This is an optimization exercise on Yosys and OpenROAD, whose aim is small area, not a production implementation.
The RTL was checked by simulation tests, not by an equivalence proof against the original design.
No activity file was given, so power comes from the tool's default toggle rates.

[flow/design.v]
module cacheline (
    input clk,
    input reset,
    input os_req,
    input [8-1:0] hitmap,
    input user_req,
    input [32-1:0] addr,
    output reg hit
);
    reg [32-1:0] tags [8-1:0];
    reg [8-1:0] metadata;
    reg [8-1:0] valid;
    reg [8-1:0] policy_hitmap;
    wire [8-1:0] plru_policy;
    wire [8-1:0] plru_mask;
    assign plru_mask[4] = !(policy_hitmap[0] && policy_hitmap[1]);
    assign plru_mask[5] = !(policy_hitmap[2] && policy_hitmap[3]);
    assign plru_mask[6] = !(policy_hitmap[4] && policy_hitmap[5]);
    assign plru_mask[7] = !(policy_hitmap[6] && policy_hitmap[7]);
    assign plru_mask[2] = !(!plru_mask[4] && !plru_mask[5]);
    assign plru_mask[3] = !(!plru_mask[6] && !plru_mask[7]);
    assign plru_mask[1] = !(!plru_mask[2] && !plru_mask[3]);
    assign plru_mask[0] = 1'b1;
    assign plru_policy[0] = 1'b0;
    assign plru_policy[4] = policy_hitmap[1];
    assign plru_policy[5] = policy_hitmap[3];
    assign plru_policy[6] = policy_hitmap[5];
    assign plru_policy[7] = policy_hitmap[7];
    assign plru_policy[2] = policy_hitmap[3] || policy_hitmap[2];
    assign plru_policy[3] = policy_hitmap[6] || policy_hitmap[7];
    assign plru_policy[1] = policy_hitmap[6] || policy_hitmap[7] || policy_hitmap[5] || policy_hitmap[4];
    reg [3-1:0] victim_way;
    reg [3-1:0] hit_way;
    wire [32-1:0] tags_0;
    wire [32-1:0] tags_1;
    wire [32-1:0] tags_2;
    wire [32-1:0] tags_3;
    wire [32-1:0] tags_4;
    wire [32-1:0] tags_5;
    wire [32-1:0] tags_6;
    wire [32-1:0] tags_7;
    assign tags_0 = tags[0];
    assign tags_1 = tags[1];
    assign tags_2 = tags[2];
    assign tags_3 = tags[3];
    assign tags_4 = tags[4];
    assign tags_5 = tags[5];
    assign tags_6 = tags[6];
    assign tags_7 = tags[7];
    task switch_domain;
        input [8-1:0] _hitmap; 
        begin
            policy_hitmap[4] = _hitmap[4];
            policy_hitmap[5] = _hitmap[5];
            policy_hitmap[6] = _hitmap[6];
            policy_hitmap[7] = _hitmap[7];
            policy_hitmap[2] = _hitmap[2];
            policy_hitmap[3] = _hitmap[3];
            policy_hitmap[1] = _hitmap[1];
            policy_hitmap[0] = _hitmap[0];
        end
    endtask
    task flush_cache;
        begin
            if (policy_hitmap[0]) begin
                tags[0] = 0;
                valid[0] = 0;
            end
            if (policy_hitmap[1]) begin
                tags[1] = 0;
                valid[1] = 0;
            end
            if (policy_hitmap[2]) begin
                tags[2] = 0;
                valid[2] = 0;
            end
            if (policy_hitmap[3]) begin
                tags[3] = 0;
                valid[3] = 0;
            end
            if (policy_hitmap[4]) begin
                tags[4] = 0;
                valid[4] = 0;
            end
            if (policy_hitmap[5]) begin
                tags[5] = 0;
                valid[5] = 0;
            end
            if (policy_hitmap[6]) begin
                tags[6] = 0;
                valid[6] = 0;
            end
            if (policy_hitmap[7]) begin
                tags[7] = 0;
                valid[7] = 0;
            end
        end
    endtask
    task update_plru_tree;
        input [3-1:0] hit_ways;
        reg [8-1:0] plru_update;
        begin
            plru_update[0] = metadata[0];
            plru_update[1] = metadata[1];
            plru_update[2] = metadata[2];
            plru_update[3] = metadata[3];
            plru_update[4] = metadata[4];
            plru_update[5] = metadata[5];
            plru_update[6] = metadata[6];
            plru_update[7] = metadata[7];
            if (hit_ways == 0) begin
                plru_update[1] = 1;
                plru_update[2] = 1;
                plru_update[4] = 1;
            end
            if (hit_ways == 1) begin
                plru_update[1] = 1;
                plru_update[2] = 1;
                plru_update[4] = 0;
            end
            if (hit_ways == 2) begin
                plru_update[1] = 1;
                plru_update[2] = 0;
                plru_update[5] = 1;
            end
            if (hit_ways == 3) begin
                plru_update[1] = 1;
                plru_update[2] = 0;
                plru_update[5] = 0;
            end
            if (hit_ways == 4) begin
                plru_update[1] = 0;
                plru_update[3] = 1;
                plru_update[6] = 1;
            end
            if (hit_ways == 5) begin
                plru_update[1] = 0;
                plru_update[3] = 1;
                plru_update[6] = 0;
            end
            if (hit_ways == 6) begin
                plru_update[1] = 0;
                plru_update[3] = 0;
                plru_update[7] = 1;
            end
            if (hit_ways == 7) begin
                plru_update[1] = 0;
                plru_update[3] = 0;
                plru_update[7] = 0;
            end
            if (!plru_mask[0]) begin
                metadata[0] = plru_update[0];
            end
            if (!plru_mask[1]) begin
                metadata[1] = plru_update[1];
            end
            if (!plru_mask[2]) begin
                metadata[2] = plru_update[2];
            end
            if (!plru_mask[3]) begin
                metadata[3] = plru_update[3];
            end
            if (!plru_mask[4]) begin
                metadata[4] = plru_update[4];
            end
            if (!plru_mask[5]) begin
                metadata[5] = plru_update[5];
            end
            if (!plru_mask[6]) begin
                metadata[6] = plru_update[6];
            end
            if (!plru_mask[7]) begin
                metadata[7] = plru_update[7];
            end
        end
    endtask
    reg [8-1:0] v_plru_victim;
    task find_plru_victim;
        begin
            v_plru_victim[0] = (metadata[0] && !plru_mask[0]) || (plru_mask[0] && plru_policy[0]);
            v_plru_victim[1] = (metadata[1] && !plru_mask[1]) || (plru_mask[1] && plru_policy[1]);
            v_plru_victim[2] = (metadata[2] && !plru_mask[2]) || (plru_mask[2] && plru_policy[2]);
            v_plru_victim[3] = (metadata[3] && !plru_mask[3]) || (plru_mask[3] && plru_policy[3]);
            v_plru_victim[4] = (metadata[4] && !plru_mask[4]) || (plru_mask[4] && plru_policy[4]);
            v_plru_victim[5] = (metadata[5] && !plru_mask[5]) || (plru_mask[5] && plru_policy[5]);
            v_plru_victim[6] = (metadata[6] && !plru_mask[6]) || (plru_mask[6] && plru_policy[6]);
            v_plru_victim[7] = (metadata[7] && !plru_mask[7]) || (plru_mask[7] && plru_policy[7]);
            if (!v_plru_victim[1]) begin
                if (!v_plru_victim[2]) begin
                    if (!v_plru_victim[4]) begin
                        victim_way = 0;
                    end else begin
                        victim_way = 1;
                    end
                end else begin
                    if (!v_plru_victim[5]) begin
                        victim_way = 2;
                    end else begin
                        victim_way = 3;
                    end
                end
            end else begin
                if (!v_plru_victim[3]) begin
                    if (!v_plru_victim[6]) begin
                        victim_way = 4;
                    end else begin
                        victim_way = 5;
                    end
                end else begin
                    if (!v_plru_victim[7]) begin
                        victim_way = 6;
                    end else begin
                        victim_way = 7;
                    end
                end
            end
        end
    endtask
    task check_hit;
        input [32-1:0] _addr;
        begin
            if (valid[0] && tags[0] == _addr && policy_hitmap[0]) begin
                hit = 1;
                hit_way = 0;
            end else if (valid[1] && tags[1] == _addr && policy_hitmap[1]) begin
                hit = 1;
                hit_way = 1;
            end else if (valid[2] && tags[2] == _addr && policy_hitmap[2]) begin
                hit = 1;
                hit_way = 2;
            end else if (valid[3] && tags[3] == _addr && policy_hitmap[3]) begin
                hit = 1;
                hit_way = 3;
            end else if (valid[4] && tags[4] == _addr && policy_hitmap[4]) begin
                hit = 1;
                hit_way = 4;
            end else if (valid[5] && tags[5] == _addr && policy_hitmap[5]) begin
                hit = 1;
                hit_way = 5;
            end else if (valid[6] && tags[6] == _addr && policy_hitmap[6]) begin
                hit = 1;
                hit_way = 6;
            end else if (valid[7] && tags[7] == _addr && policy_hitmap[7]) begin
                hit = 1;
                hit_way = 7;
            end else begin
                hit = 0;
            end
        end
    endtask
    always @(posedge clk) begin
        if (reset) begin
            tags[0] = 0;
            tags[1] = 0;
            tags[2] = 0;
            tags[3] = 0;
            tags[4] = 0;
            tags[5] = 0;
            tags[6] = 0;
            tags[7] = 0;
            metadata = 0;
            valid = 0;
            policy_hitmap = 0;
            victim_way = 0;
            hit_way = 0;
            hit = 0;
        end else if (os_req) begin
            switch_domain(hitmap);
            hit = 0;
        end else if (user_req) begin
            check_hit(addr);
            if (hit) begin
                update_plru_tree(hit_way);
            end else begin
                find_plru_victim();
                update_plru_tree(victim_way);
                tags[victim_way] = addr;
                valid[victim_way] = 1;
            end
        end
    end
endmodule
[flow/run.sh]
#!/bin/bash
# synth_recipe.tcl (not shown) runs the flow's synth.tcl, then flattens the netlist and writes it again
# the make line also repeats each setting of config.mk as NAME=value (left out here)
make -C /OpenROAD-flow-scripts/flow DESIGN_CONFIG=/design/flow/config.mk WORK_HOME=/design/flow/orfs CLKGATE_MAP_FILE= SYNTH_SCRIPT=/design/flow/synth_recipe.tcl finish
[flow/config.mk]
export PLATFORM = sky130hd
export DESIGN_NAME = cacheline
export DESIGN_NICKNAME = cacheline
export VERILOG_FILES = /design/flow/design.v
export SDC_FILE = /design/flow/constraint.sdc
export NUM_CORES = 4
export LEC_CHECK = 0
export CAP_MARGIN = 20
export CORE_MARGIN = 2
export CORE_UTILIZATION = 40
export SLEW_MARGIN = 20
[flow/constraint.sdc]
create_clock -name core_clock -period 5.0 [get_ports {clk}]
set_input_delay 1.0000 -clock core_clock [delete_from_list [all_inputs] [get_ports {clk}]]
set_output_delay 1.0000 -clock core_clock [all_outputs]
set_load 0.01 [all_outputs]
==> results of run 1 <==
==> layout make-up <==
cell class,instances,area [um2]
fill,3528,19400
sequential,282,5650
clock buffer,44,935
timing repair buffer,98,1040
clock inverter,11,123
multi-input combinational,1174,8030
inverter,8,31.3
tap,461,577
==> logic make-up after synthesis <==
| logic type | Yosys count | synth area share [%] |
|---|---|---|
| AND/OR/NAND/NOR | 592 | 19.6 |
| flip-flops | 282 | 38.8 |
| XOR/XNOR | 257 | 15.5 |
| multiplexers | 234 | 16.1 |
| buffers and inverters | 143 | 6.20 |
| AO/OA/AOI/OAI | 85 | 3.39 |
| adder cells (fa/ha/maj) | 6 | 0.516 |
==> Yosys cell counts, drive strengths merged <==
| master | instances | share of area, % |
|---|---|---|
| dfxtp | 282 | 39 |
| nor2 | 273 | 7.0 |
| xor2 | 238 | 14 |
| mux2i | 234 | 16 |
| nor4 | 108 | 5.1 |
| nand2 | 97 | 2.5 |
| buf | 96 | 5.0 |
| a21oi | 50 | 1.7 |
| clkbuf | 39 | 1.0 |
| nand4 | 30 | 1.3 |
| nor3 | 23 | 0.79 |
| xnor2 | 19 | 1.1 |
| nand3 | 13 | 0.48 |
| o21ai | 13 | 0.45 |
| or3 | 13 | 0.56 |
| inv | 7 | 0.18 |
| or4 | 7 | 0.36 |
| ha | 6 | 0.52 |
| nand2b | 5 | 0.21 |
| nor2b | 5 | 0.21 |
| or2 | 5 | 0.21 |
| a211oi | 4 | 0.27 |
| a31oi | 3 | 0.13 |
| and3 | 3 | 0.13 |
| nor4b | 3 | 0.18 |
| nand3b | 2 | 0.19 |
| nand4b | 2 | 0.12 |
| o211ai | 2 | 0.10 |
| o21a | 2 | 0.10 |
| o22ai | 2 | 0.086 |
| or4b | 2 | 0.14 |
| a211o | 1 | 0.060 |
| a21boi | 1 | 0.052 |
| a21o | 1 | 0.052 |
| a31o | 1 | 0.060 |
| a41oi | 1 | 0.060 |
| clkinv | 1 | 0.034 |
| nor3b | 1 | 0.052 |
| o2111ai | 1 | 0.060 |
| o311ai | 1 | 0.060 |
| o31ai | 1 | 0.052 |
| o32a | 1 | 0.069 |
==> per-layer routing <==
metal / track usage (%) / wire, um
met2: 32.6 / 17500
met5: 0 / 0
met1: 30.1 / 19300
met4: 5.80 / 1050
met3: 2.64 / 2370
==> power by group through the flow <==
stage / registers (mW) / logic [mW] / clock network, mW
detailed placement: 2.47 / 0.879 / 0
floorplan: 2.45 / 0.660 / 0
global placement: 2.46 / 0.876 / 0
finish: 2.42 / 0.886 / 2.35
global route: 2.43 / 0.963 / 2.47
CTS: 2.42 / 0.884 / 2.39
==> critical path: cells and delay by family (launching register included) <==
kind,cells,cell delay [ns]
adder cells (fa/ha/maj),1,0.31
multiplexers,1,0.25
AND/OR/NAND/NOR,5,1.28
AO/OA/AOI/OAI,4,1.22
buffers and inverters,3,0.64
flip-flops,1,0.49
==> worst max path at each step <==
stage                                start           to  slack (ns)  depth (start not counted)
after floorplan           policy_hitmap[6]  tags[2][10]        1.34                         15
after global placement            addr[19]   tags[0][5]        0.30                         12
after detailed placement          addr[19]   tags[0][2]        0.27                         12
after CTS                 policy_hitmap[6]  tags[2][10]        0.64                         14
after global routing      policy_hitmap[6]  tags[2][19]        0.35                         14
final                     policy_hitmap[6]  tags[2][10]        0.64                         14
==> flip-flops by register name, summed over array words and instances, names as in the netlist <==
| register | flops |
|---|---|
| hit | 1 |
| hit_way | 2 |
| metadata | 7 |
| policy_hitmap | 8 |
| tags | 256 |
| valid | 8 |
==> stage by stage <==
stage | util (%) | power, mW
6_report | 45.8 | 5.65
5_1_grt | 45.8 | 5.86
4_1_cts | 45.8 | 5.69
3_5_place_dp | 42.9 | 3.34
3_3_place_gp | 42.9 | 3.34
2_1_floorplan | - | 3.11
==> results_dict.tcl, run 1 <==
set metrics [dict create \
    drt_iter0_markers 818 \
    clk_latency_ns 0.58 \
    start_util_pct 40.7 \
    final_common_cell "dfxtp_1" \
    vdd_drop_max_uv 266 \
    synth_area_um2 14600 \
    cts_buffers 31 \
    p_comb_share_pct 15.7 \
    p_leak_nw 6.80 \
    gp_congestion 0.899 \
    intPower_mw 4.09 \
    yosysWarnings 2 \
    reg2regPathDepth 14 \
    path_class "reg -> reg" \
    pwr_density_cell_nw_per_um2 345 \
    antenna_found_initial 0 \
    max-slew-margin-rel_pct 42.9 \
    die_x_um 195 \
    ant_nets 0 \
    ff2ff_setup_slack_ns 0.64 \
    max_stage_delay_ns 0.49 \
    vias_per_cell 5.42 \
    first_global_vias 10800 \
    slew_violations 0 \
    maxCapViolCount 0 \
    root_buffer "clkbuf_16" \
    num_vias 11300 \
    synth.distinct_cells 51 \
    num-nets-final 1645 \
    cts_buffer_depth 3 \
    postPlaceCellArea_um2 15300 \
    syn_area_per_cell_um2 9.10 \
    skew_ns 0.0229 \
    crit_top_cell "or3_1" \
    synthToLayoutAreaGrowth_pct 12.5 \
    p_sw_share_pct 27.6 \
    fmax_mhz 230 \
    fp.dieArea_um2 37900 \
    io_pins 45 \
    h-tree-depth 1 \
    core_area_um2 35700 \
    hold_buffers 0 \
    dpl.cell_count 2023 \
    grt_max_degree 169 \
    hold_path_depth 2 \
    crit_chain "or3_1 > o32a_1 > clkinv_2 > a21oi_1 > a31o_1 > nand3b_4 > inv_1 > ha_1 > or2_2 > or3_1 > a211oi_4 > buf_12 > mux2i_1 > nor2_1" \
    tritoncts_num_sinks 282 \
    min_to "metadata[7]" \
    r2r-end "tags[2][10]" \
    startpoint_type "flip-flop" \
    tightest_slew_ns 0.850 \
    crit_path_top_delay_cell "dfxtp_1" \
    drt_pre_antenna_iters 5 \
    seq_power_share_pct 42.8 \
    setup_tns_ns 0 \
    port_buffers 44 \
    end_kind "flip-flop" \
    holdWs_ns 0.454 \
    hold_viol 0 \
    wl_um 40200 \
    rsz0062_at_grt "false" \
    cts_tree "yes" \
    design_area_um2 16400 \
    hpwl_um 26400 \
    grt_pass1_wl_um 62100 \
    setup_ws_ns 0.643 \
    cts_setup_buffers 0 \
    syn-num-nets 1649 \
    ys_seq_area_share_pct 38.8 \
    final_cell_mix "dfxtp_1, nor2_1, xor2_1, mux2i_1, nor4_1" \
    hold_path.class "reg -> reg" \
    status "complete, no violations" \
    antenna_cells 0 \
    required_ns 5.43 \
    overflow 0 \
    syn_inst 1599 \
    power_frac_clock_pct 41.5 \
    track_usage_pct 20.9 \
    final_layout_size_suffix_gt1_share_pct 7.67 \
    finalSetupViolations 0 \
    arrival_ns 4.79 \
    wl_per_cell_um 19.4 \
    crit_fanout 32 \
    dp_slack_ns 0.271 \
    synth-seq-cells 282 \
    fin_cells 2078 \
    die_h_um 195 \
    fin_crit_ns 4.36 \
    drc 0 \
    clkTransAtPathRegs_ns 0.06 \
    ctsResizeCount 0 \
    timing.rr.start "policy_hitmap[6]" \
    period_share_pct 87.1 \
    hold_start "metadata[7]" \
    p_sw_mw 1.56 \
    row_count 69 \
]
==> run 2, diff against run 1 <==
==> flow/design.v (replaced) <==
module cacheline (
    input clk,
    input reset,
    input os_req,
    input [8-1:0] hitmap,
    input user_req,
    input [32-1:0] addr,
    output reg hit
);
    reg [32-1:0] tag0, tag1, tag2, tag3, tag4, tag5, tag6, tag7;
    reg [7:0] valid;
    reg [7:0] dom;         
    reg [7:1] meta;        
    wire u4 = dom[0] & dom[1];
    wire u5 = dom[2] & dom[3];
    wire u6 = dom[4] & dom[5];
    wire u7 = dom[6] & dom[7];
    wire u2 = u4 & u5;
    wire u3 = u6 & u7;
    wire u1 = u2 & u3;
    wire v1 = u1 ? meta[1] : (dom[4] | dom[5] | dom[6] | dom[7]);
    wire v2 = u2 ? meta[2] : (dom[2] | dom[3]);
    wire v3 = u3 ? meta[3] : (dom[6] | dom[7]);
    wire v4 = u4 ? meta[4] : dom[1];
    wire v5 = u5 ? meta[5] : dom[3];
    wire v6 = u6 ? meta[6] : dom[5];
    wire v7 = u7 ? meta[7] : dom[7];
    wire [7:0] m;
    assign m[0] = valid[0] & dom[0] & (tag0 == addr);
    assign m[1] = valid[1] & dom[1] & (tag1 == addr);
    assign m[2] = valid[2] & dom[2] & (tag2 == addr);
    assign m[3] = valid[3] & dom[3] & (tag3 == addr);
    assign m[4] = valid[4] & dom[4] & (tag4 == addr);
    assign m[5] = valid[5] & dom[5] & (tag5 == addr);
    assign m[6] = valid[6] & dom[6] & (tag6 == addr);
    assign m[7] = valid[7] & dom[7] & (tag7 == addr);
    wire any = |m;
    reg [2:0] hw;
    always @* begin
        casez (m)
            8'b???????1: hw = 3'd0;
            8'b??????10: hw = 3'd1;
            8'b?????100: hw = 3'd2;
            8'b????1000: hw = 3'd3;
            8'b???10000: hw = 3'd4;
            8'b??100000: hw = 3'd5;
            8'b?1000000: hw = 3'd6;
            default:     hw = 3'd7;
        endcase
    end
    wire [2:0] vw;
    assign vw[2] = v1;
    assign vw[1] = v1 ? v3 : v2;
    assign vw[0] = v1 ? (v3 ? v7 : v6) : (v2 ? v5 : v4);
    wire [2:0] aw = any ? hw : vw;
    wire req = !reset && !os_req && user_req;
    wire fill = req && !any;
    wire [7:0] we = fill ? (8'd1 << vw) : 8'd0;
    always @(posedge clk) begin
        if (we[0]) tag0 <= addr;
        if (we[1]) tag1 <= addr;
        if (we[2]) tag2 <= addr;
        if (we[3]) tag3 <= addr;
        if (we[4]) tag4 <= addr;
        if (we[5]) tag5 <= addr;
        if (we[6]) tag6 <= addr;
        if (we[7]) tag7 <= addr;
    end
    always @(posedge clk) begin
        if (reset) begin
            valid <= 8'd0;
            dom <= 8'd0;
            meta <= 7'd0;
            hit <= 1'b0;
        end else if (os_req) begin
            dom <= hitmap;
            hit <= 1'b0;
        end else if (user_req) begin
            hit <= any;
            valid <= valid | we;
            if (u1) meta[1] <= !aw[2];
            if (u2 && !aw[2]) meta[2] <= !aw[1];
            if (u3 && aw[2]) meta[3] <= !aw[1];
            if (u4 && aw[2:1] == 2'd0) meta[4] <= !aw[0];
            if (u5 && aw[2:1] == 2'd1) meta[5] <= !aw[0];
            if (u6 && aw[2:1] == 2'd2) meta[6] <= !aw[0];
            if (u7 && aw[2:1] == 2'd3) meta[7] <= !aw[0];
        end
    end
endmodule
--- a/flow/config.mk
+++ b/flow/config.mk
@@ -8,4 +8,6 @@
 export CAP_MARGIN = 20
 export CORE_MARGIN = 2
 export CORE_UTILIZATION = 40
+export CTS_BUF_LIST = sky130_fd_sc_hd__clkbuf_4
+export GPL_TIMING_DRIVEN = 0
 export SLEW_MARGIN = 20
==> run 2 against run 1 <==
Effect of this change:
- still clean on timing, DRC and antenna
- clock power shrank 12%
- core utilization grew 1.7 points
- via count shrank 27%
- cell area shrank 8.8%
- synthesized cell count shrank 44%
- synthesized area shrank 13%
- sequential cell count shrank 2
- combinational power shrank 48%
- critical path depth shrank 3
- sequential share of layout area grew 20 points
- largest cell class is now flip-flops and latches
- largest power group unchanged
==> results_dict.tcl, run 2 <==
set metrics [dict create \
    path_buf_inv 3 \
    h-tree-depth 3 \
    num-nets-final 1097 \
    core_area_um2 31400 \
    reg2regPathDepth 11 \
    nFillCells 2857 \
    io_pins 45 \
    startpoint_type "primary input" \
    tightest_slew_ns 1.20 \
    synth.distinct_cells 52 \
    row_count 65 \
    cp_top_family "simple AND/OR/NAND/NOR gates" \
    final_layout_size_suffix_gt1_share_pct 18.1 \
    final_cell_mix "edfxtp_1, xor2_1, clkbuf_4, xnor2_1, nor4_1" \
    grt_pass1_wl_um 56200 \
    synth_ff_type "edfxtp_1" \
    period_share_pct 93.0 \
    rsz0062_at_grt "false" \
    start_util_pct 40.3 \
    tritoncts_num_sinks 280 \
    crit_path_top_delay_cell "clkdlybuf4s50_1" \
    crit_cells 11 \
    setup_ws_ns 0.352 \
    synth-seq-cells 280 \
    vdd_drop_max_uv 176 \
    drt_pre_antenna_iters 5 \
    yosys.area.top_type "edfxtp_1" \
    fin_crit_ns 4.65 \
    max-slew-margin-rel_pct 19.3 \
    wl_um 39700 \
    hold_path.class "reg -> reg" \
    crit_chain "clkdlybuf4s50_1 > buf_2 > xor2_1 > nor4b_1 > and4b_1 > and4_1 > nor4_2 > nand3_1 > or2_2 > nor2_4 > buf_16" \
    fmax_mhz 215 \
    clkTransAtPathRegs_ns 0.05 \
    clk_latency_ns 0.72 \
    maxCapViolCount 0 \
    p_leak_nw 4.94 \
    ys_seq_area_share_pct 64.5 \
    cts_buffers 80 \
    overflow 0 \
    syn-num-nets 946 \
    dp_slack_ns -1.20 \
    timing.rr.start "tag3[13]" \
    endpoint "tag5[9]" \
    cts_tree "yes" \
    first_global_vias 8087 \
    hold_viol 0 \
    syn_inst 902 \
    die_x_um 182 \
    port_buffers 43 \
    p_total_mw 5.13 \
    synth_area_um2 12700 \
    drc 0 \
    synthArstFlopShare_pct 0 \
    pwr_density_cell_nw_per_um2 343 \
    slew_violations 0 \
    ff2ff_setup_slack_ns 1.12 \
    r2r-end "tag4[7]" \
    die_h_um 182 \
    gp_congestion 0.938 \
    syn_area_per_cell_um2 14.0 \
    fp.dieArea_um2 33100 \
    vias_per_cell 5.49 \
    finalSetupViolations 0 \
    hold_start "valid[4]" \
    skew_ns 0.0404 \
    crit_fanout 17 \
    max_stage_delay_ns 0.70 \
    synth_common_cells "edfxtp_1, xor2_1, xnor2_1, nor4_1" \
    cts_buffer_depth 3 \
    num_vias 8258 \
    arrival_ns 5.03 \
    path_class "in -> reg" \
    track_usage_pct 24.3 \
    root_buffer "clkbuf_4" \
    grt_max_degree 21 \
    synth_area_leaders "edfxtp_1, xor2_1, xnor2_1, dfxtp_1, nor4_1" \
    final_common_cell "edfxtp_1" \
    ant_nets 0 \
    drt_iter0_markers 831 \
    worstSetupStartpoint "addr[25]" \
    end_kind "flip-flop" \
    status "complete, no violations" \
    synth_edf_count 256 \
    wl_per_cell_um 26.4 \
    hpwl_um 30300 \
    yosysMostFrequentCell "edfxtp_1" \
    synth_top_cell_area_share_pct 60.7 \
    synthToLayoutAreaGrowth_pct 18.0 \
    antenna_found_initial 1 \
    yosysWarnings 1 \
    required_ns 5.38 \
]
==> run 2: cell count changes after synthesis, moves of 43 or more <==
cell | before | now
nand2_1 | 97 | 28
dfxtp_1 | 282 | 24
nor4_1 | 103 | 54
edfxtp_1 | 0 | 256
a21oi_1 | 50 | 7
buf_4 | 70 | 3
mux2i_1 | 234 | 13
xor2_1 | 238 | 156
nor2_1 | 273 | 38
xnor2_1 | 19 | 100
==> run 2: worst min-delay path by stage <==
stage	slack [ns]	to	cells after the start
after detailed placement	0.44	valid[7]	2
after floorplan	0.43	valid[7]	2
after global routing	0.48	valid[3]	2
after global placement	0.44	valid[7]	2
after CTS	0.46	valid[4]	2
final	0.46	valid[4]	2
==> run 2: cell families (layout without fill, tap and decap cells) <==
group | Yosys count | after routing | share of synthesized area (%)
AO/OA/AOI/OAI | 39 | 39 | 2.22
XOR/XNOR | 256 | 256 | 17.7
buffers and inverters | 51 | 250 | 2.01
flip-flops | 280 | 280 | 64.5
multiplexers | 13 | 13 | 1.03
other | 0 | 1 | 0
AND/OR/NAND/NOR | 263 | 263 | 12.5
==> run 2: stage by stage <==
step,cell area (um2),hold slack [ns],cells,setup TNS [ns],util [%]
after floorplan,12700,0.426,902,-62.75,-
after global placement,13600,0.438,1347,-763.54,43.3
after detailed placement,13900,0.445,1369,-145.05,44.3
after CTS,14900,0.459,1502,0,47.5
after global routing,14900,0.478,1504,0,47.6
final,14900,0.458,1504,0,47.6
==> run 2: report_power, final <==
group	switching (mW)	internal, mW
registers	0.0169	2.59
logic	0.314	0.148
clock network	0.960	1.10
total	1.29	3.84
==> run 2: cell type report <==
cell class              instances  area, um2  area share [%]
clock buffers                 108        811            5.43
multi-input cells             571       4330            29.0
inverters                      12       45.0           0.302
clock inverters                22        151            1.01
diodes                          1       2.50          0.0168
repair buffers                 70        719            4.82
well taps                     402        503            3.37
plain buffers                  38        205            1.37
flip-flops and latches        280       8170            54.7
==> run 2: timing repair <==
item,in CTS,in global routing
hold buffers,0,0
pin swaps,4,1
setup buffers,3,2
endpoints found under the setup margin,77,106
resized for setup,4,2
endpoints found under the hold margin,0,0
==> run 2: worst reg2reg max path: stages, from the launching register on <==
cell      delay (ns)
edfxtp_1        0.39
xnor2_1         0.53
or4b_2          0.64
nor4_1          0.29
and4_1          0.36
nor4_2          0.10
nand3_1         0.26
or2_2           0.39
nor3_4          0.09
buf_4           0.21
buf_4           0.20
buf_4           0.18
==> run 2: per-layer routing <==
metal,up-vias,GRT usage (%),routed length (um)
met3,78,4.39,2550
met1,4108,32.5,17000
li1,3724,-,-
met2,348,39.6,19000
met4,0,9.19,1160
met5,-,0,0
==> run 3, diff against run 2 <==
--- a/flow/config.mk
+++ b/flow/config.mk
@@ -8,6 +8,4 @@
 export CAP_MARGIN = 20
 export CORE_MARGIN = 2
 export CORE_UTILIZATION = 40
-export CTS_BUF_LIST = sky130_fd_sc_hd__clkbuf_4
-export GPL_TIMING_DRIVEN = 0
 export SLEW_MARGIN = 20
==> run 3 against run 2 <==
Effect of this change:
- still clean on timing, DRC and antenna
- sequential share of layout area is 1.2 points lower
- setup slack better by 0.32 ns
- sequential cell count stayed put
- synthesized cell count stayed put
- synthesized area stayed put
- clock-buffer cell count is 67 lower
- core utilization is 1.1 points higher
- power is 2.4% higher
- first-iteration DRC count is 13% lower
- non-clock buffer count is 16 higher
- worst hold slack worse by 0.0025 ns
- critical path type unchanged
- critical endpoint is now tag5[12]
==> results_dict.tcl, run 3 <==
set metrics [dict create \
    status "complete, no violations" \
    start_util_pct 40.3 \
    period_share_pct 86.6 \
    root_buffer "clkbuf_16" \
    yosysMostFrequentCell "edfxtp_1" \
    path_class "in -> reg" \
    synth_area_leaders "edfxtp_1, xor2_1, xnor2_1, dfxtp_1, nor4_1" \
    overflow 0 \
    wl_per_cell_um 23.8 \
    synth.mux.area_fraction_pct 1.03 \
    yosysWarnings 1 \
    ys_seq_area_share_pct 64.5 \
    end_kind "flip-flop" \
    ctsResizeCount 0 \
    crit_chain "clkdlybuf4s50_1 > buf_4 > xor2_1 > nor4_1 > nand4_1 > nor3_1 > nor4_1 > nand3_1 > or2_2 > nor2_4" \
    antenna_found_initial 0 \
    hold_buffers 0 \
    crit_path_top_delay_cell "nor2_4" \
    hpwl_um 24200 \
    grt_max_degree 33 \
    final_layout_size_suffix_gt1_share_pct 13.6 \
    io_pins 45 \
    num_vias 7937 \
    fin_crit_ns 4.33 \
    synth_xor_area_share_pct 17.7 \
    max_stage_delay_ns 0.76 \
    cts_buffers 30 \
    p_leak_nw 5.00 \
    synth_top_cell_area_share_pct 60.7 \
    setup_ws_ns 0.668 \
    grt_pass1_wl_um 51100 \
    final_cell_mix "edfxtp_1, xor2_1, xnor2_1, buf_4, nor4_1" \
    wl_um 34500 \
    die_h_um 182 \
    drc 0 \
    synth_fa_ha_area_share_pct 0 \
    setup_tns_ns 0 \
    cts_buffer_depth 3 \
    core_area_um2 31400 \
    fin_cells 1445 \
    slew_violations 0 \
    synth_area_um2 12700 \
    ant_nets 0 \
    hold_path.class "reg -> reg" \
    rsz0062_at_grt "false" \
    synth_edf_count 256 \
    drt_pre_antenna_iters 5 \
    vdd_drop_max_uv 238 \
    synth-seq-cells 280 \
    port_buffers 44 \
    tritoncts_num_sinks 280 \
    synthArstFlopShare_pct 0 \
    cts_tree "yes" \
    synthToLayoutAreaGrowth_pct 20.6 \
    syn_area_per_cell_um2 14.0 \
    synth_compound_gate_area_share_pct 2.22 \
    pwr_density_cell_nw_per_um2 344 \
    drt_iter0_markers 721 \
    synth_common_cells "edfxtp_1, xor2_1, xnor2_1, nor4_1" \
    synth-simple-area-share_pct 12.5 \
    fmax_mhz 231 \
    maxCapViolCount 0 \
    arrival_ns 4.51 \
    required_ns 5.18 \
    synth_top_family_by_area "XOR/XNOR gates" \
    clkTransAtPathRegs_ns 0.06 \
    antenna_cells 0 \
    fp.dieArea_um2 33100 \
    dpl.cell_count 1389 \
    holdWs_ns 0.456 \
    final_common_cell "edfxtp_1" \
    max-slew-margin-rel_pct 37.4 \
    syn-num-nets 946 \
    syn_inst 902 \
    num-nets-final 1063 \
    crit_fanout 32 \
    clk_latency_ns 0.56 \
    final_util_pct 48.7 \
    die_x_um 182 \
    finalSetupViolations 0 \
    yosys.area.top_type "edfxtp_1" \
    cts_setup_buffers 0 \
    crit_top_cell "nor4_1" \
    tightest_slew_ns 0.937 \
    track_usage_pct 21.0 \
    h-tree-depth 1 \
    gp_congestion 0.928 \
    startpoint_type "primary input" \
    skew_ns 0.0192 \
    first_global_vias 7786 \
    synth.distinct_cells 52 \
    hold_viol 0 \
    row_count 65 \
    synth_ff_type "edfxtp_1" \
    vias_per_cell 5.49 \
    dp_slack_ns 0.139 \
]
## run 3: cell types whose count changed in the layout (fill, tap and decap cells not counted), moves of 9 or more
cell	previous run	this run
buf_4	18	60
buf_2	29	0
buf_6	11	0
clkinv_1	14	5
clkbuf_16	0	31
clkbuf_4	108	0
buf_12	1	20
## run 3: routing by layer
metal  track usage [%]  wire, um  vias up
li1                  -         -     3605
met1              30.4     15700     3914
met2              31.7     15000      340
met3              3.71      2460       78
met4              7.52      1290        0
met5                 0         0        -
## run 3: critical path: cells and delay by family
kind | cells | cell delay, ns
buffers and inverters | 2 | 0.98
xor gates and xnor gates | 1 | 0.22
and+or+nand+nor | 7 | 2.26
## run 3: cell type report
| cell class | count | area [um2] |
|---|---|---|
| Clock buffer | 41 | 853 |
| Timing Repair Buffer | 124 | 1290 |
| Tap cell | 402 | 503 |
| Multi-Input combinational cell | 571 | 4290 |
| Fill cell | 2741 | 16100 |
| Sequential cell | 280 | 8170 |
| Clock inverter | 15 | 121 |
| Inverter | 12 | 45.0 |
## run 3: stage by stage
step | power, mW | cell area, um2
5_1_grt | 5.41 | 15300
6_report | 5.25 | 15300
3_3_place_gp | 3.11 | 14300
4_1_cts | 5.29 | 15300
2_1_floorplan | 2.89 | 12700
3_5_place_dp | 3.12 | 14300
## run 3: logic make-up (layout without fill, tap and decap cells)
logic type             count (synthesis)  count (layout)
XOR/XNOR                             256             256
AO/OA/AOI/OAI                         39              39
multiplexers                          13              13
buffers and inverters                 51             192
flip-flops                           280             280
AND/OR/NAND/NOR                      263             263
## run 3: path summary, 6_finish.rpt
check                           startpoint       end  slack, ns  cells after the start
worst max-delay path              addr[18]  tag5[12]       0.67                     10
worst min-delay path              valid[4]  valid[4]       0.46                      2
worst max register to register    tag3[13]  tag5[12]       1.43                      8
worst min register to register    valid[4]  valid[4]       0.46                      2
## run 3: where the power goes
group          internal [mW]  switching [mW]
clock network           1.29           0.894
logic                  0.179           0.284
registers               2.59          0.0181
==> run 4, diff against run 3 <==
==> flow/flow/run.sh (new file) <==
#!/bin/bash
# Layout flow: the standard synthesis and layout, with two changes after
# synthesis: ports are buffered with a small buffer instead of the resizer's
# default pick, and clock-tree synthesis uses large clusters of clkbuf_16
# leaves without dummy balancing loads. Each step's full log is in
# orfs/logs/; the make output goes to synth.log and layout.log here.
set -euo pipefail
PORT_BUF=${PORT_BUF:-sky130_fd_sc_hd__buf_2}
CTS="-sink_clustering_enable -repair_clock_nets -dont_use_dummy_load -buf_list {sky130_fd_sc_hd__clkbuf_16} -sink_clustering_size 25 -sink_clustering_max_diameter 100"
bash standard.sh synth > synth.log 2>&1
bash standard.sh "BUFFER_PORTS_ARGS=-buffer_cell $PORT_BUF" "CTS_ARGS=$CTS" finish > layout.log 2>&1
==> flow/standard.sh (new file) <==
#!/bin/bash
# synth_recipe.tcl (not shown) runs the flow's synth.tcl, then flattens the netlist and writes it again
# the make line also repeats each setting of config.mk as NAME=value (left out here)
make -C /OpenROAD-flow-scripts/flow DESIGN_CONFIG=/design/flow/config.mk WORK_HOME=/design/flow/orfs CLKGATE_MAP_FILE= SYNTH_SCRIPT=/design/flow/synth_recipe.tcl "${@:-finish}"
--- a/flow/config.mk
+++ b/flow/config.mk
@@ -8,4 +8,5 @@
 export CAP_MARGIN = 20
 export CORE_MARGIN = 2
 export CORE_UTILIZATION = 40
+export GPL_TIMING_DRIVEN = 0
 export SLEW_MARGIN = 20
removed: flow/run.sh
==> run 4 against run 3 <==
Effect of this change:
- still clean
- critical path depth rose by 4
- global-route usage rose by 2.1 points
- largest power group unchanged
- clock skew rose by 0.041 ns
- non-clock buffer count fell by 14
- largest cell class unchanged
- critical endpoint is now tag4[15]
==> results_dict.tcl, run 4 <==
set metrics [dict create \
    drc 0 \
    gp_congestion 0.954 \
    fmax_mhz 210 \
    clk_latency_ns 0.53 \
    clkTransAtPathRegs_ns 0.09 \
    final_common_cell "edfxtp_1" \
    track_usage_pct 23.1 \
    cts_buffers 15 \
    finalSetupViolations 0 \
    required_ns 5.28 \
    cts_tree "yes" \
    max-slew-margin-rel_pct 22.8 \
    syn_area_per_cell_um2 14.0 \
    num_vias 7714 \
    io_pins 45 \
    synth.distinct_cells 52 \
    hpwl_um 29800 \
    num-nets-final 1034 \
    drt_pre_antenna_iters 5 \
    fp.dieArea_um2 33100 \
    maxCapViolCount 0 \
    syn_inst 902 \
    synth_fa_ha_area_share_pct 0 \
    synth_compound_gate_area_share_pct 2.22 \
    arrival_ns 5.04 \
    port_buffers 43 \
    final_cell_mix "edfxtp_1, xor2_1, xnor2_1, buf_2, nor4_1" \
    synth_xor_area_share_pct 17.7 \
    hold_viol 0 \
    core_area_um2 31400 \
    root_buffer "clkbuf_16" \
    grt_max_degree 26 \
    wl_um 38000 \
    pwr_density_cell_nw_per_um2 305 \
    max_stage_delay_ns 0.64 \
    skew_ns 0.0599 \
    crit_chain "buf_2 > buf_2 > xnor2_1 > or4b_2 > nor4_1 > and4_1 > nor4_2 > nand3_1 > or2_2 > clkbuf_1 > nor3_4 > buf_6 > buf_4 > buf_4" \
    row_count 65 \
    yosysMostFrequentCell "edfxtp_1" \
    overflow 0 \
    synth_area_um2 12700 \
    synth_edf_count 256 \
    synthToLayoutAreaGrowth_pct 11.5 \
    crit_fanout 10 \
    synth_area_leaders "edfxtp_1, xor2_1, xnor2_1, dfxtp_1, nor4_1" \
    tightest_slew_ns 1.15 \
    period_share_pct 95.2 \
    first_global_vias 7356 \
    synthArstFlopShare_pct 0 \
    cts_buffer_depth 3 \
    p_leak_nw 4.55 \
    startpoint_type "primary input" \
    synth_top_cell_area_share_pct 60.7 \
    vias_per_cell 5.55 \
    ant_nets 0 \
    h-tree-depth 1 \
    slew_violations 0 \
    final_layout_size_suffix_gt1_share_pct 14.3 \
    end_kind "flip-flop" \
    syn-num-nets 946 \
    ys_seq_area_share_pct 64.5 \
    synth_common_cells "edfxtp_1, xor2_1, xnor2_1, nor4_1" \
    grt_pass1_wl_um 53500 \
    crit_path_top_delay_cell "or4b_2" \
    synth_ff_type "edfxtp_1" \
    cp_top_family "simple AND/OR/NAND/NOR gates" \
    synth_top_family_by_area "XOR/XNOR gates" \
    synth-seq-cells 280 \
    ff2ff_setup_slack_ns 0.72 \
    setup_tns_ns 0 \
    path_buf_inv 6 \
    yosysWarnings 1 \
    vdd_drop_max_uv 250 \
    yosys.area.top_type "edfxtp_1" \
    antenna_found_initial 0 \
    tritoncts_num_sinks 280 \
    synth-simple-area-share_pct 12.5 \
    start_util_pct 40.3 \
    final_util_pct 45.0 \
    drt_iter0_markers 842 \
    die_h_um 182 \
    fin_crit_ns 4.76 \
    wl_per_cell_um 27.4 \
    holdWs_ns 0.456 \
    synth.mux.area_fraction_pct 1.03 \
    hold_buffers 0 \
    design_area_um2 14100 \
    status "complete, no violations" \
    path_class "in -> reg" \
    die_x_um 182 \
    hold_path.class "reg -> reg" \
    rsz0062_at_grt "false" \
    antenna_cells 0 \
    postPlaceCellArea_um2 13700 \
]
[run 4: changes by cell type in the layout (fill, tap and decap cells not counted), sizes merged]
cell	delta
clkinv	-12
bufinv	-2
clkdlybuf4s50	-44
clkinvlp	-1
clkbuf	-21
buf	+25
[run 4: path summary, 6_finish.rpt]
| path | from | endpoint | cells past startpoint |
|---|---|---|---|
| min reg2reg | valid[4] | valid[4] | 2 |
| min | valid[4] | valid[4] | 2 |
| max reg2reg | tag2[9] | tag4[15] | 12 |
| max | addr[13] | tag4[15] | 14 |
[run 4: report_power, final]
| group | internal, mW | switching (mW) | leakage (nW) |
|---|---|---|---|
| Combinational | 0.131 | 0.308 | 1.86 |
| Sequential | 2.59 | 0.0161 | 2.50 |
| Clock | 0.541 | 0.727 | 0.185 |
| Total | 3.26 | 1.05 | 4.55 |
[run 4: worst min-delay path: stages (launching register included)]
cell and delay, ns:
dfxtp_1 0.31, inv_1 0.05, o32ai_1 0.05
[run 4: logic make-up (layout without fill, tap and decap cells)]
logic type,Yosys count,after routing
multiplexers,13,13
buffers and inverters,51,137
flip-flops,280,280
AO/OA/AOI/OAI,39,39
AND/OR/NAND/NOR,263,263
XOR/XNOR,256,256
[run 4: timing repair]
item | CTS | global route
pin swaps | 0 | 1
setup buffers | 0 | 4
cloned | 0 | 0
setup endpoints to repair | 8 | 46
resized for setup | 1 | 2
[run 4: metrics by stage]
step	total power, mW	std cells	setup slack, ns
floorplan	2.89	902	-0.586
global placement	3.08	1347	-3.90
detailed placement	3.09	1371	-0.561
CTS	4.33	1386	0.0432
global route	4.43	1390	0.0422
finish	4.31	1390	0.238
[run 4: final cells by class]
cell class                 count  area (um2)
sequential                   280        8170
inverter                      12        45.0
clock buffer                  15         375
fill                        2828       17300
multi-input combinational    571        4310
tap                          402         503
buffer                        39         209
timing repair buffer          71         512
[run 4: routing by layer]
| layer | part of all wire, % | vias up | global-route usage (%) |
|---|---|---|---|
| li1 | - | 3518 | - |
| met4 | 3.7 | 0 | 7.81 |
| met2 | 46 | 306 | 36.6 |
| met3 | 7.2 | 58 | 3.73 |
| met1 | 43 | 3832 | 32.5 |
| met5 | 0 | - | 0 |
==> run 5, diff against run 4 <==
--- a/flow/design.v
+++ b/flow/design.v
@@ -26,14 +26,23 @@
     wire v6 = u6 ? meta[6] : dom[5];
     wire v7 = u7 ? meta[7] : dom[7];
     wire [7:0] m;
-    assign m[0] = valid[0] & dom[0] & (tag0 == addr);
-    assign m[1] = valid[1] & dom[1] & (tag1 == addr);
-    assign m[2] = valid[2] & dom[2] & (tag2 == addr);
-    assign m[3] = valid[3] & dom[3] & (tag3 == addr);
-    assign m[4] = valid[4] & dom[4] & (tag4 == addr);
-    assign m[5] = valid[5] & dom[5] & (tag5 == addr);
-    assign m[6] = valid[6] & dom[6] & (tag6 == addr);
-    assign m[7] = valid[7] & dom[7] & (tag7 == addr);
+    wire [7:0] e;
+    cacheline_tageq eq0 (.a(tag0), .b(addr), .eq(e[0]));
+    assign m[0] = valid[0] & dom[0] & e[0];
+    cacheline_tageq eq1 (.a(tag1), .b(addr), .eq(e[1]));
+    assign m[1] = valid[1] & dom[1] & e[1];
+    cacheline_tageq eq2 (.a(tag2), .b(addr), .eq(e[2]));
+    assign m[2] = valid[2] & dom[2] & e[2];
+    cacheline_tageq eq3 (.a(tag3), .b(addr), .eq(e[3]));
+    assign m[3] = valid[3] & dom[3] & e[3];
+    cacheline_tageq eq4 (.a(tag4), .b(addr), .eq(e[4]));
+    assign m[4] = valid[4] & dom[4] & e[4];
+    cacheline_tageq eq5 (.a(tag5), .b(addr), .eq(e[5]));
+    assign m[5] = valid[5] & dom[5] & e[5];
+    cacheline_tageq eq6 (.a(tag6), .b(addr), .eq(e[6]));
+    assign m[6] = valid[6] & dom[6] & e[6];
+    cacheline_tageq eq7 (.a(tag7), .b(addr), .eq(e[7]));
+    assign m[7] = valid[7] & dom[7] & e[7];
     wire any = |m;
     reg [2:0] hw;
     always @* begin
@@ -88,3 +97,10 @@
         end
     end
 endmodule
+module cacheline_tageq (
+    input [32-1:0] a,
+    input [32-1:0] b,
+    output eq
+);
+    assign eq = (a == b);
+endmodule
--- a/flow/config.mk
+++ b/flow/config.mk
@@ -10,3 +10,4 @@
 export CORE_UTILIZATION = 40
 export GPL_TIMING_DRIVEN = 0
 export SLEW_MARGIN = 20
+export SYNTH_HIERARCHICAL = 1
==> run 5 against run 4 <==
Effect of this change:
- core utilization about the same
- register-to-register slack better by 1.1 ns
- highest routed layer unchanged
- routed wire length shrank 43%
- still clean
- fmax grew 32%
- worst hold slack gained 0.0020 ns
==> results_dict.tcl, run 5 <==
set metrics [dict create \
    tritoncts_num_sinks 280 \
    vias_per_cell 4.85 \
    required_ns 5.21 \
    io_pins 45 \
    wl_um 21700 \
    ff2ff_setup_slack_ns 1.83 \
    clkTransAtPathRegs_ns 0.09 \
    tightest_slew_ns 0.894 \
    fin_crit_ns 3.60 \
    skew_ns 0.0393 \
    antenna_cells 0 \
    period_share_pct 72.1 \
    use_met2_pct 23.8 \
    synth_top_cell_area_share_pct 64.7 \
    clk_latency_ns 0.49 \
    row_count 63 \
    num_vias 5887 \
    synthToLayoutAreaGrowth_pct 11.4 \
    synth_common_cells "edfxtp_1, xor2_1, nor4_1, nor2_1, dfxtp_1" \
    setup_ws_ns 1.40 \
    status "complete, no violations" \
    cts_tree "yes" \
    start_util_pct 40.4 \
    final_util_pct 45.0 \
    crit_fanout 17 \
    wl_per_cell_um 17.9 \
    die_x_um 176 \
    synth-seq-cells 280 \
    path_class "in -> reg" \
    ff_latch_area_um2 8170 \
    crit_chain "buf_2 > xor2_1 > nor4_1 > nand4_1 > nor2_1 > nand3_1 > and4_2 > nand4_1 > nor2_1 > nand2_1 > nor2_4 > buf_16" \
    yosys.area.top_type "edfxtp_1" \
    drt_iter0_markers 388 \
    ant_nets 0 \
    synthArstFlopShare_pct 0 \
    synth_edf_count 256 \
    top_usage_layer "met2" \
    hpwl_um 14100 \
    holdWs_ns 0.458 \
    hold_viol 0 \
    p_leak_nw 4.41 \
    antenna_found_initial 0 \
    met1_usage_pct 20.0 \
    hold_path.class "reg -> reg" \
    syn-num-nets 804 \
    slew_violations 0 \
    ys_seq_area_share_pct 68.8 \
    first_global_vias 5774 \
    h-tree-depth 1 \
    synth_ff_type "edfxtp_1" \
    num-nets-final 871 \
    grt_pass1_wl_um 34000 \
    max-slew-margin-rel_pct 39.8 \
    final_layout_size_suffix_gt1_share_pct 12.0 \
    port_buffers 42 \
    dp_slack_ns 0.787 \
    syn_inst 760 \
    pwr_density_cell_nw_per_um2 309 \
    cts_buffer_depth 3 \
    rsz0062_at_grt "false" \
    use_met3_pct 1.98 \
    track_usage_pct 14.3 \
    design_area_um2 13200 \
    cts_buffers 15 \
    core_area_um2 29400 \
    max_stage_delay_ns 0.51 \
    synth.distinct_cells 50 \
    startpoint_type "primary input" \
    overflow 0 \
    final_cell_mix "xor2_1, edfxtp_1, nor4_1, buf_2, nor2_1" \
    path_buf_inv 2 \
    multiInputGateArea_um2 3710 \
    cts_setup_buffers 0 \
    hold_buffers 0 \
    gp_congestion 0.763 \
    die_h_um 176 \
    synth_area_um2 11900 \
    yosysWarnings 7 \
    ctsResizeCount 0 \
    fmax_mhz 277 \
    dpl.cell_count 1200 \
    drt_pre_antenna_iters 4 \
    root_buffer "clkbuf_16" \
    syn_area_per_cell_um2 15.6 \
    drc 0 \
    postPlaceCellArea_um2 12900 \
    cp_top_family "simple AND/OR/NAND/NOR gates" \
    crit_path_top_delay_cell "nor4_1" \
    finalSetupViolations 0 \
    end_kind "flip-flop" \
    arrival_ns 3.81 \
    grt_max_degree 26 \
    fin_cells 1215 \
    fp.dieArea_um2 31100 \
    synth_area_leaders "edfxtp_1, xor2_1, dfxtp_1, nor4_1, nor2_1" \
    nFillCells 2574 \
    vdd_drop_max_uv 225 \
    maxCapViolCount 0 \
]
[run 5: cell types whose count changed after synthesis, sizes merged, moves of 8 or more]
cell and delta:
nand4 -15, nand4b -12, xor2 +100, nor3 -10, nor4b -8, inv -10, nor4 +11, or4 -13
buf -29, xnor2 -100, nand2 -19, nand2b -9, nand3 -10
[run 5: through the flow]
stage | TNS, ns | total power [mW]
detailed placement | 0 | 2.94
global placement | -163.43 | 2.92
floorplan | 0 | 2.79
finish | 0 | 4.08
CTS | 0 | 4.15
global route | 0 | 4.25
[run 5: layout make-up]
cell class / instances / area share (%)
Sequential cell: 280 / 61.7
Buffer: 5 / 0.350
Multi-Input combinational cell: 472 / 28.0
Timing Repair Buffer: 50 / 3.25
Tap cell: 390 / 3.69
Inverter: 3 / 0.0851
Clock buffer: 15 / 2.84
[run 5: final timing paths]
path / startpoint / endpoint / depth (start not counted)
max: addr[24] / tag2[28] / 12
min: meta[4] / meta[4] / 2
max reg2reg: tag3[24] / tag2[28] / 11
min reg2reg: meta[4] / meta[4] / 2
[run 5: logic make-up after synthesis]
logic type      synth area share [%]
flops                           68.8
xor+xnor                        18.9
simple gates                    8.09
compound gates                  2.76
mux                             1.01
buf+inv                        0.485
[run 5: per-layer routing]
metal	vias to the layer above	wire, um
li1	2959	-
met1	2833	10200
met2	71	10400
met3	24	786
met4	0	391
met5	-	0
[run 5: modules after synthesis, one instance, submodules excluded]
module,cells,cell area [um2]
cacheline,416,9100
cacheline_tageq,43,347
[run 5: worst reg2reg max path: stages (launching register included)]
cell      delay (ns)
edfxtp_1        0.39
xor2_1          0.15
nor4_1          0.51
nand4_1         0.34
nor2_1          0.26
nand3_1         0.18
and4_2          0.23
nand4_1         0.16
nor2_1          0.08
nand2_1         0.18
nor2_4          0.16
buf_16          0.26
[run 5: report_power, final]
group	total, mW	internal [mW]	leakage, nW	switching, mW
registers	2.60	2.58	2.50	0.0152
logic	0.280	0.0988	1.73	0.181
clock network	1.21	0.539	0.185	0.669
total	4.08	3.22	4.41	0.865
==> run 6, diff against run 5 <==
==> flow/run.sh (new file) <==
#!/bin/bash
# synth_recipe.tcl (not shown) runs the flow's synth.tcl, then flattens the netlist and writes it again
# the make line also repeats each setting of config.mk as NAME=value (left out here)
make -C /OpenROAD-flow-scripts/flow DESIGN_CONFIG=/design/flow/config.mk WORK_HOME=/design/flow/orfs CLKGATE_MAP_FILE= SYNTH_SCRIPT=/design/flow/synth_recipe.tcl finish
--- a/flow/config.mk
+++ b/flow/config.mk
@@ -8,6 +8,9 @@
 export CAP_MARGIN = 20
 export CORE_MARGIN = 2
 export CORE_UTILIZATION = 40
+export CTS_BUF_LIST = sky130_fd_sc_hd__clkbuf_16
+export CTS_CLUSTER_DIAMETER = 100
+export CTS_CLUSTER_SIZE = 25
 export GPL_TIMING_DRIVEN = 0
 export SLEW_MARGIN = 20
 export SYNTH_HIERARCHICAL = 1
removed: flow/flow/run.sh
removed: flow/standard.sh
==> run 6 against run 5 <==
Effect of this change:
- fmax is 17% lower
- critical path type unchanged
- cell area is 1.9% higher
- highest routed layer unchanged
- clock-buffer cell count stayed put
==> results_dict.tcl, run 6 <==
set metrics [dict create \
    status "complete, no violations" \
    startpoint_type "primary input" \
    synth.distinct_cells 50 \
    die_h_um 176 \
    synthToLayoutAreaGrowth_pct 13.5 \
    holdWs_ns 0.471 \
    required_ns 5.20 \
    hold_buffers 0 \
    yosys.area.top_type "edfxtp_1" \
    num-nets-final 871 \
    synth_common_cells "edfxtp_1, xor2_1, nor4_1, nor2_1, dfxtp_1" \
    drt_pre_antenna_iters 4 \
    cts_buffers 15 \
    path_class "in -> reg" \
    max-slew-margin-rel_pct 35.0 \
    die_x_um 176 \
    grt_max_degree 27 \
    reg2regPathDepth 11 \
    synth-seq-cells 280 \
    worstSetupStartpoint "addr[24]" \
    synthArstFlopShare_pct 0 \
    vdd_drop_max_uv 267 \
    arrival_ns 4.53 \
    pwr_density_cell_nw_per_um2 309 \
    syn_area_per_cell_um2 15.6 \
    ff2ff_setup_slack_ns 1.78 \
    hpwl_um 14400 \
    drt_iter0_markers 411 \
    slew_violations 0 \
    dpl.cell_count 1200 \
    grt_pass1_wl_um 34400 \
    crit_fanout 17 \
    port_buffers 42 \
    final_layout_size_suffix_gt1_share_pct 7.07 \
    p_total_mw 4.16 \
    row_count 63 \
    ant_nets 0 \
    end_kind "flip-flop" \
    drc 0 \
    fmax_mhz 231 \
    ctsResizeCount 0 \
    track_usage_pct 14.3 \
    synth_top_cell_area_share_pct 64.7 \
    final_cell_mix "xor2_1, edfxtp_1, nor4_1, clkdlybuf4s50_1, nor2_1" \
    first_global_vias 5966 \
    antenna_found_initial 0 \
    gp_congestion 0.763 \
    fp.dieArea_um2 31100 \
    fin_crit_ns 4.33 \
    wl_um 21800 \
    maxCapViolCount 0 \
    tritoncts_num_sinks 280 \
    skew_ns 0.0312 \
    tightest_slew_ns 0.965 \
    wl_per_cell_um 17.8 \
    fin_cells 1225 \
    num_vias 5985 \
    setup_tns_ns 0 \
    timing.rr.start "tag0[23]" \
    cts_setup_buffers 0 \
    hold_path.class "reg -> reg" \
    syn-num-nets 804 \
    start_util_pct 40.4 \
    core_area_um2 29400 \
    hold_start "meta[4]" \
    ys_seq_area_share_pct 68.8 \
    synth_area_leaders "edfxtp_1, xor2_1, dfxtp_1, nor4_1, nor2_1" \
    hold_path_depth 2 \
    synth_area_um2 11900 \
    synth_edf_count 256 \
    synth_ff_type "edfxtp_1" \
    nFillCells 2601 \
    finalSetupViolations 0 \
    io_pins 45 \
    clk_latency_ns 0.49 \
    root_buffer "clkbuf_16" \
    yosysWarnings 7 \
    overflow 0 \
    cts_buffer_depth 3 \
    hold_viol 0 \
    vias_per_cell 4.89 \
    cts_tree "yes" \
    rsz0062_at_grt "false" \
    clkTransAtPathRegs_ns 0.11 \
    h-tree-depth 1 \
    period_share_pct 86.6 \
    p_leak_nw 4.46 \
    antenna_cells 0 \
    syn_inst 760 \
    final_util_pct 45.9 \
]
[run 6: area by class of cell]
class | instances | area, um2 | area share (%)
clock inverter | 10 | 51.3 | 0.380
buffer | 5 | 46.3 | 0.343
clock buffer | 15 | 375 | 2.78
inverter | 3 | 11.3 | 0.0835
timing repair buffer | 50 | 633 | 4.70
sequential | 280 | 8170 | 60.6
multi-input combinational | 472 | 3710 | 27.5
tap | 390 | 488 | 3.62
[run 6: modules after synthesis (local to each module, per instance)]
module / cell area (um2) / flip-flops and latches / cells / copies in the design
cacheline_tageq: 347 / 0 / 43 / 8
cacheline: 9100 / 280 / 416 / 1
[run 6: report_power, final]
group / internal, mW / switching (mW) / total, mW
clock: 0.560 / 0.710 / 1.27
combinational: 0.116 / 0.181 / 0.296
sequential: 2.58 / 0.0152 / 2.60
[run 6: layer usage]
metal | share of wire (%) | GRT usage (%) | wire length, um | up-vias
li1 | - | - | - | 2965
met1 | 47 | 20.2 | 10300 | 2937
met2 | 48 | 24.1 | 10500 | 61
met3 | 2.8 | 1.59 | 600 | 22
met4 | 1.8 | 2.93 | 393 | 0
met5 | 0 | 0 | 0 | -
[run 6: final timing paths]
kind,end
setup / recovery,tag6[22]
hold / removal,meta[4]
hold reg to reg,meta[4]
setup reg to reg,valid[7]
[run 6: logic make-up after synthesis]
family                    after synthesis  share of synthesized area, %
muxes                                  12                          1.01
AOI/OAI and AO/OA                      38                          2.76
xor gates and xnor gates              256                          18.9
DFF                                   280                          68.8
buffers and inverters                   8                         0.485
and+or+nand+nor                       166                          8.09
[run 6: per-stage QoR]
stage               worst slack [ns]  area (um2)
floorplan                      0.903       11900
global placement               -1.44       12800
detailed placement             0.110       13100
CTS                            0.612       13500
global route                   0.390       13500
finish                         0.670       13500
[run 6: worst max-delay path: stages]
cell             delay, ns
clkdlybuf4s50_1       0.98
xor2_1                0.20
nor4_1                0.11
nand4_1               0.18
nor2_1                0.07
and3_1                0.21
nor2b_2               0.26
nand4_1               0.23
or3_1                 0.48
nor2_4                0.53
buf_16                0.23
==> run 7, diff against run 6 <==
==> flow/flow/run.sh (new file) <==
#!/bin/bash
# Layout flow: the standard synthesis (standard.sh synth, unchanged), then
# the standard layout steps with these changes:
#  - ports are buffered with a small buffer instead of the resizer's default
#    pick (a slow delay cell);
#  - clock-tree synthesis uses clusters of clkbuf_16 leaves and no dummy
#    balancing loads;
#  - the largest plain buffers are kept out of the post-synthesis repair steps.
# Each ORFS step writes its full log under orfs/logs/; make's own output goes
# to synth.log and layout.log in this folder.
set -euo pipefail
PORT_BUF=sky130_fd_sc_hd__buf_1
CTS="-sink_clustering_enable -repair_clock_nets -dont_use_dummy_load -buf_list {sky130_fd_sc_hd__clkbuf_16} -sink_clustering_size 30 -sink_clustering_max_diameter 100"
PLATFORM_DONT_USE="sky130_fd_sc_hd__probe_p_8 sky130_fd_sc_hd__probec_p_8 sky130_fd_sc_hd__lpflow_bleeder_1 sky130_fd_sc_hd__lpflow_clkbufkapwr_1 sky130_fd_sc_hd__lpflow_clkbufkapwr_16 sky130_fd_sc_hd__lpflow_clkbufkapwr_2 sky130_fd_sc_hd__lpflow_clkbufkapwr_4 sky130_fd_sc_hd__lpflow_clkbufkapwr_8 sky130_fd_sc_hd__lpflow_clkinvkapwr_1 sky130_fd_sc_hd__lpflow_clkinvkapwr_16 sky130_fd_sc_hd__lpflow_clkinvkapwr_2 sky130_fd_sc_hd__lpflow_clkinvkapwr_4 sky130_fd_sc_hd__lpflow_clkinvkapwr_8 sky130_fd_sc_hd__lpflow_decapkapwr_12 sky130_fd_sc_hd__lpflow_decapkapwr_3 sky130_fd_sc_hd__lpflow_decapkapwr_4 sky130_fd_sc_hd__lpflow_decapkapwr_6 sky130_fd_sc_hd__lpflow_decapkapwr_8 sky130_fd_sc_hd__lpflow_inputiso0n_1 sky130_fd_sc_hd__lpflow_inputiso0p_1 sky130_fd_sc_hd__lpflow_inputiso1n_1 sky130_fd_sc_hd__lpflow_inputiso1p_1 sky130_fd_sc_hd__lpflow_inputisolatch_1 sky130_fd_sc_hd__lpflow_isobufsrc_1 sky130_fd_sc_hd__lpflow_isobufsrc_16 sky130_fd_sc_hd__lpflow_isobufsrc_2 sky130_fd_sc_hd__lpflow_isobufsrc_4 sky130_fd_sc_hd__lpflow_isobufsrc_8 sky130_fd_sc_hd__lpflow_isobufsrckapwr_16 sky130_fd_sc_hd__lpflow_lsbuf_lh_hl_isowell_tap_1 sky130_fd_sc_hd__lpflow_lsbuf_lh_hl_isowell_tap_2 sky130_fd_sc_hd__lpflow_lsbuf_lh_hl_isowell_tap_4 sky130_fd_sc_hd__lpflow_lsbuf_lh_isowell_4 sky130_fd_sc_hd__lpflow_lsbuf_lh_isowell_tap_1 sky130_fd_sc_hd__lpflow_lsbuf_lh_isowell_tap_2 sky130_fd_sc_hd__lpflow_lsbuf_lh_isowell_tap_4"
EXTRA_DONT_USE=""
bash standard.sh synth > synth.log 2>&1
bash standard.sh "BUFFER_PORTS_ARGS=-buffer_cell $PORT_BUF" "CTS_ARGS=$CTS" "DONT_USE_CELLS=$PLATFORM_DONT_USE $EXTRA_DONT_USE" finish > layout.log 2>&1
==> flow/standard.sh (new file) <==
#!/bin/bash
# synth_recipe.tcl (not shown) runs the flow's synth.tcl, then flattens the netlist and writes it again
# the make line also repeats each setting of config.mk as NAME=value (left out here)
make -C /OpenROAD-flow-scripts/flow DESIGN_CONFIG=/design/flow/config.mk WORK_HOME=/design/flow/orfs CLKGATE_MAP_FILE= SYNTH_SCRIPT=/design/flow/synth_recipe.tcl "${@:-finish}"
--- a/flow/config.mk
+++ b/flow/config.mk
@@ -8,9 +8,6 @@
 export CAP_MARGIN = 20
 export CORE_MARGIN = 2
 export CORE_UTILIZATION = 40
-export CTS_BUF_LIST = sky130_fd_sc_hd__clkbuf_16
-export CTS_CLUSTER_DIAMETER = 100
-export CTS_CLUSTER_SIZE = 25
 export GPL_TIMING_DRIVEN = 0
 export SLEW_MARGIN = 20
 export SYNTH_HIERARCHICAL = 1
removed: flow/run.sh
==> run 7 against run 6 <==
Effect of this change:
- clock power decreased by 11%
- final cell count decreased by 0.98%
- power decreased by 3.9%
- synthesized area unchanged
- non-clock buffer count unchanged
- critical endpoint is now tag4[23]
==> results_dict.tcl, run 7 <==
set metrics [dict create \
    maxCapViolCount 0 \
    hold_viol 0 \
    drt_pre_antenna_iters 6 \
    yosysWarnings 7 \
    io_pins 45 \
    period_share_pct 79.4 \
    hpwl_um 14100 \
    gp_congestion 0.775 \
    die_x_um 176 \
    slew_violations 0 \
    vdd_drop_max_uv 239 \
    holdWs_ns 0.467 \
    synth_ff_type "edfxtp_1" \
    fin_crit_ns 3.97 \
    core_area_um2 29400 \
    syn-num-nets 804 \
    end_kind "flip-flop" \
    grt_max_degree 31 \
    ant_nets 0 \
    die_h_um 176 \
    h-tree-depth 1 \
    drc 0 \
    hold_path.class "reg -> reg" \
    drt_iter0_markers 388 \
    num-nets-final 869 \
    ctsResizeCount 0 \
    finalSetupViolations 0 \
    grt_pass1_wl_um 33800 \
    hold_buffers 0 \
    fp.dieArea_um2 31100 \
    cts_buffers 13 \
    ff_latch_area_um2 8170 \
    synthArstFlopShare_pct 0 \
    port_buffers 42 \
    pwr_density_cell_nw_per_um2 305 \
    status "complete, no violations" \
    final_cell_mix "xor2_1, edfxtp_1, nor4_1, buf_1, nor2_1" \
    synth-seq-cells 280 \
    synth_edf_count 256 \
    syn_inst 760 \
    startpoint_type "primary input" \
    syn_area_per_cell_um2 15.6 \
    synth.distinct_cells 50 \
    antenna_cells 0 \
    clk_latency_ns 0.48 \
    cts_tree "yes" \
    hold_path_depth 1 \
    p_total_mw 4.00 \
    clkTransAtPathRegs_ns 0.10 \
    crit_fanout 17 \
    num_vias 5915 \
    skew_ns 0.0336 \
    cts_setup_buffers 0 \
    antenna_found_initial 0 \
    arrival_ns 4.16 \
    yosys.area.top_type "edfxtp_1" \
    reg2regPathDepth 10 \
    vias_per_cell 4.88 \
    track_usage_pct 14.2 \
    synth_common_cells "edfxtp_1, xor2_1, nor4_1, nor2_1, dfxtp_1" \
    multiInputGateArea_um2 3710 \
    rsz0062_at_grt "false" \
    start_util_pct 40.4 \
    final_layout_size_suffix_gt1_share_pct 6.68 \
    p_leak_nw 4.27 \
    ff2ff_setup_slack_ns 1.87 \
    tritoncts_num_sinks 280 \
    wl_um 21500 \
    synth_area_um2 11900 \
    max-slew-margin-rel_pct 32.9 \
    row_count 63 \
    synth_top_cell_area_share_pct 64.7 \
    synthToLayoutAreaGrowth_pct 10.5 \
    nFillCells 2599 \
    required_ns 5.20 \
    root_buffer "clkbuf_16" \
    tightest_slew_ns 1.01 \
    overflow 0 \
    synth_area_leaders "edfxtp_1, xor2_1, dfxtp_1, nor4_1, nor2_1" \
    wl_per_cell_um 17.8 \
    cts_buffer_depth 3 \
    ys_seq_area_share_pct 68.8 \
    first_global_vias 5723 \
    fmax_mhz 252 \
    path_class "in -> reg" \
]
## run 7: kinds of logic (layout without fill, tap and decap cells)
| group | Yosys count | count (layout) | synth area share (%) |
|---|---|---|---|
| simple gates | 166 | 166 | 8.09 |
| mux | 12 | 12 | 1.01 |
| flops | 280 | 280 | 68.8 |
| buf+inv | 8 | 71 | 0.485 |
| xor+xnor | 256 | 256 | 18.9 |
| compound gates | 38 | 38 | 2.76 |
## run 7: routing by layer
metal / GRT usage (%) / up-vias / routed length, um
li1: - / 2950 / -
met3: 2.02 / 23 / 648
met2: 23.6 / 75 / 10200
met1: 19.8 / 2867 / 10300
met5: 0 / - / 0
met4: 3.24 / 0 / 421
## run 7: area by class of cell
class	count	area share, %
buffer	5	0.353
timing repair buffer	50	2.88
inverter	3	0.0858
clock buffer	13	2.48
multi-input combinational	472	28.3
tap	390	3.72
sequential	280	62.2
## run 7: final timing paths
check	to	from
hold reg to reg	valid[4]	valid[4]
setup reg to reg	tag4[23]	tag6[1]
setup / recovery	tag4[23]	addr[9]
hold / removal	valid[4]	valid[4]
## run 7: stage by stage
stage               area (um2)  setup WS [ns]  setup TNS (ns)  cells  utilization (%)
floorplan                11900          0.903               0    760                -
global placement         12500          -1.11         -254.94   1192             42.6
detailed placement       12800          0.380               0   1200             43.5
CTS                      13100          0.915               0   1213             44.6
global route             13100          0.781               0   1213             44.6
finish                   13100           1.03               0   1213             44.6
## run 7: worst max-delay path, cell delays in order
cell and delay (ns):
buf_1 0.68, xor2_1 0.20, nor4_1 0.11, nand4_1 0.16, nor2_1 0.10, and3_2 0.24, a31oi_4 0.24, nand4_1 0.23
or3_1 0.45, nor2_4 0.51, buf_16 0.23
## run 7: report_power, final
group / internal [mW] / switching, mW / total (mW) / leakage, nW
registers: 2.58 / 0.0152 / 2.60 / 2.50
clock network: 0.472 / 0.658 / 1.13 / 0.160
logic: 0.0938 / 0.181 / 0.275 / 1.61
total: 3.15 / 0.853 / 4.00 / 4.27
## run 7: modules after synthesis, one instance, submodules excluded
| module | area (um2) | times used | cells inside |
|---|---|---|---|
| cacheline | 9100 | 1 | 416 |
| cacheline_tageq | 347 | 8 | 43 |

## what the ideal ports hide
In the flow no input, the clock included, has a driving cell. The finished layouts below were timed again as built, in two steps.
Step 1, drivers: a clkbuf_16 drives clk and a buf_2 each remaining input, both assumed.
Step 2 also shifts input and output timing later by t, the mid clock arrival at the registers, as if the neighbouring blocks saw the same clock.
a / b / c = ideal / step 1 / step 2; a / b = the first two.
run	shift t [ns]	setup slack, ns	worst hold slack (ns)	worst setup path at the end	pins driven straight from the clock port
run 1	0.625	0.643 / 0.643 / 0.221	0.454 / 0.454 / 0.454	input to register	1
run 2	0.738	0.352 / 0.371 / -0.367	0.458 / 0.458 / 0.458	input to register	1
run 3	0.599	0.668 / 0.695 / 0.097	0.456 / 0.456 / 0.456	input to register	1
run 4	0.549	0.238 / 0.261 / -0.288	0.456 / 0.456 / 0.456	input to register	1
run 5	0.516	1.396 / 1.408 / 0.892	0.458 / 0.458 / 0.458	input to register	1
run 6	0.522	0.670 / 0.694 / 0.172	0.471 / 0.471 / 0.471	input to register	1
run 7	0.515	1.032 / 1.046 / 0.531	0.467 / 0.467 / 0.467	input to register	1
With both steps, setup timing fails in run 2 and run 4, where it was met with ideal ports. The setup slack of run 2, which loses most, moves by +0.019 ns with the drivers and by -0.719 ns with both steps.
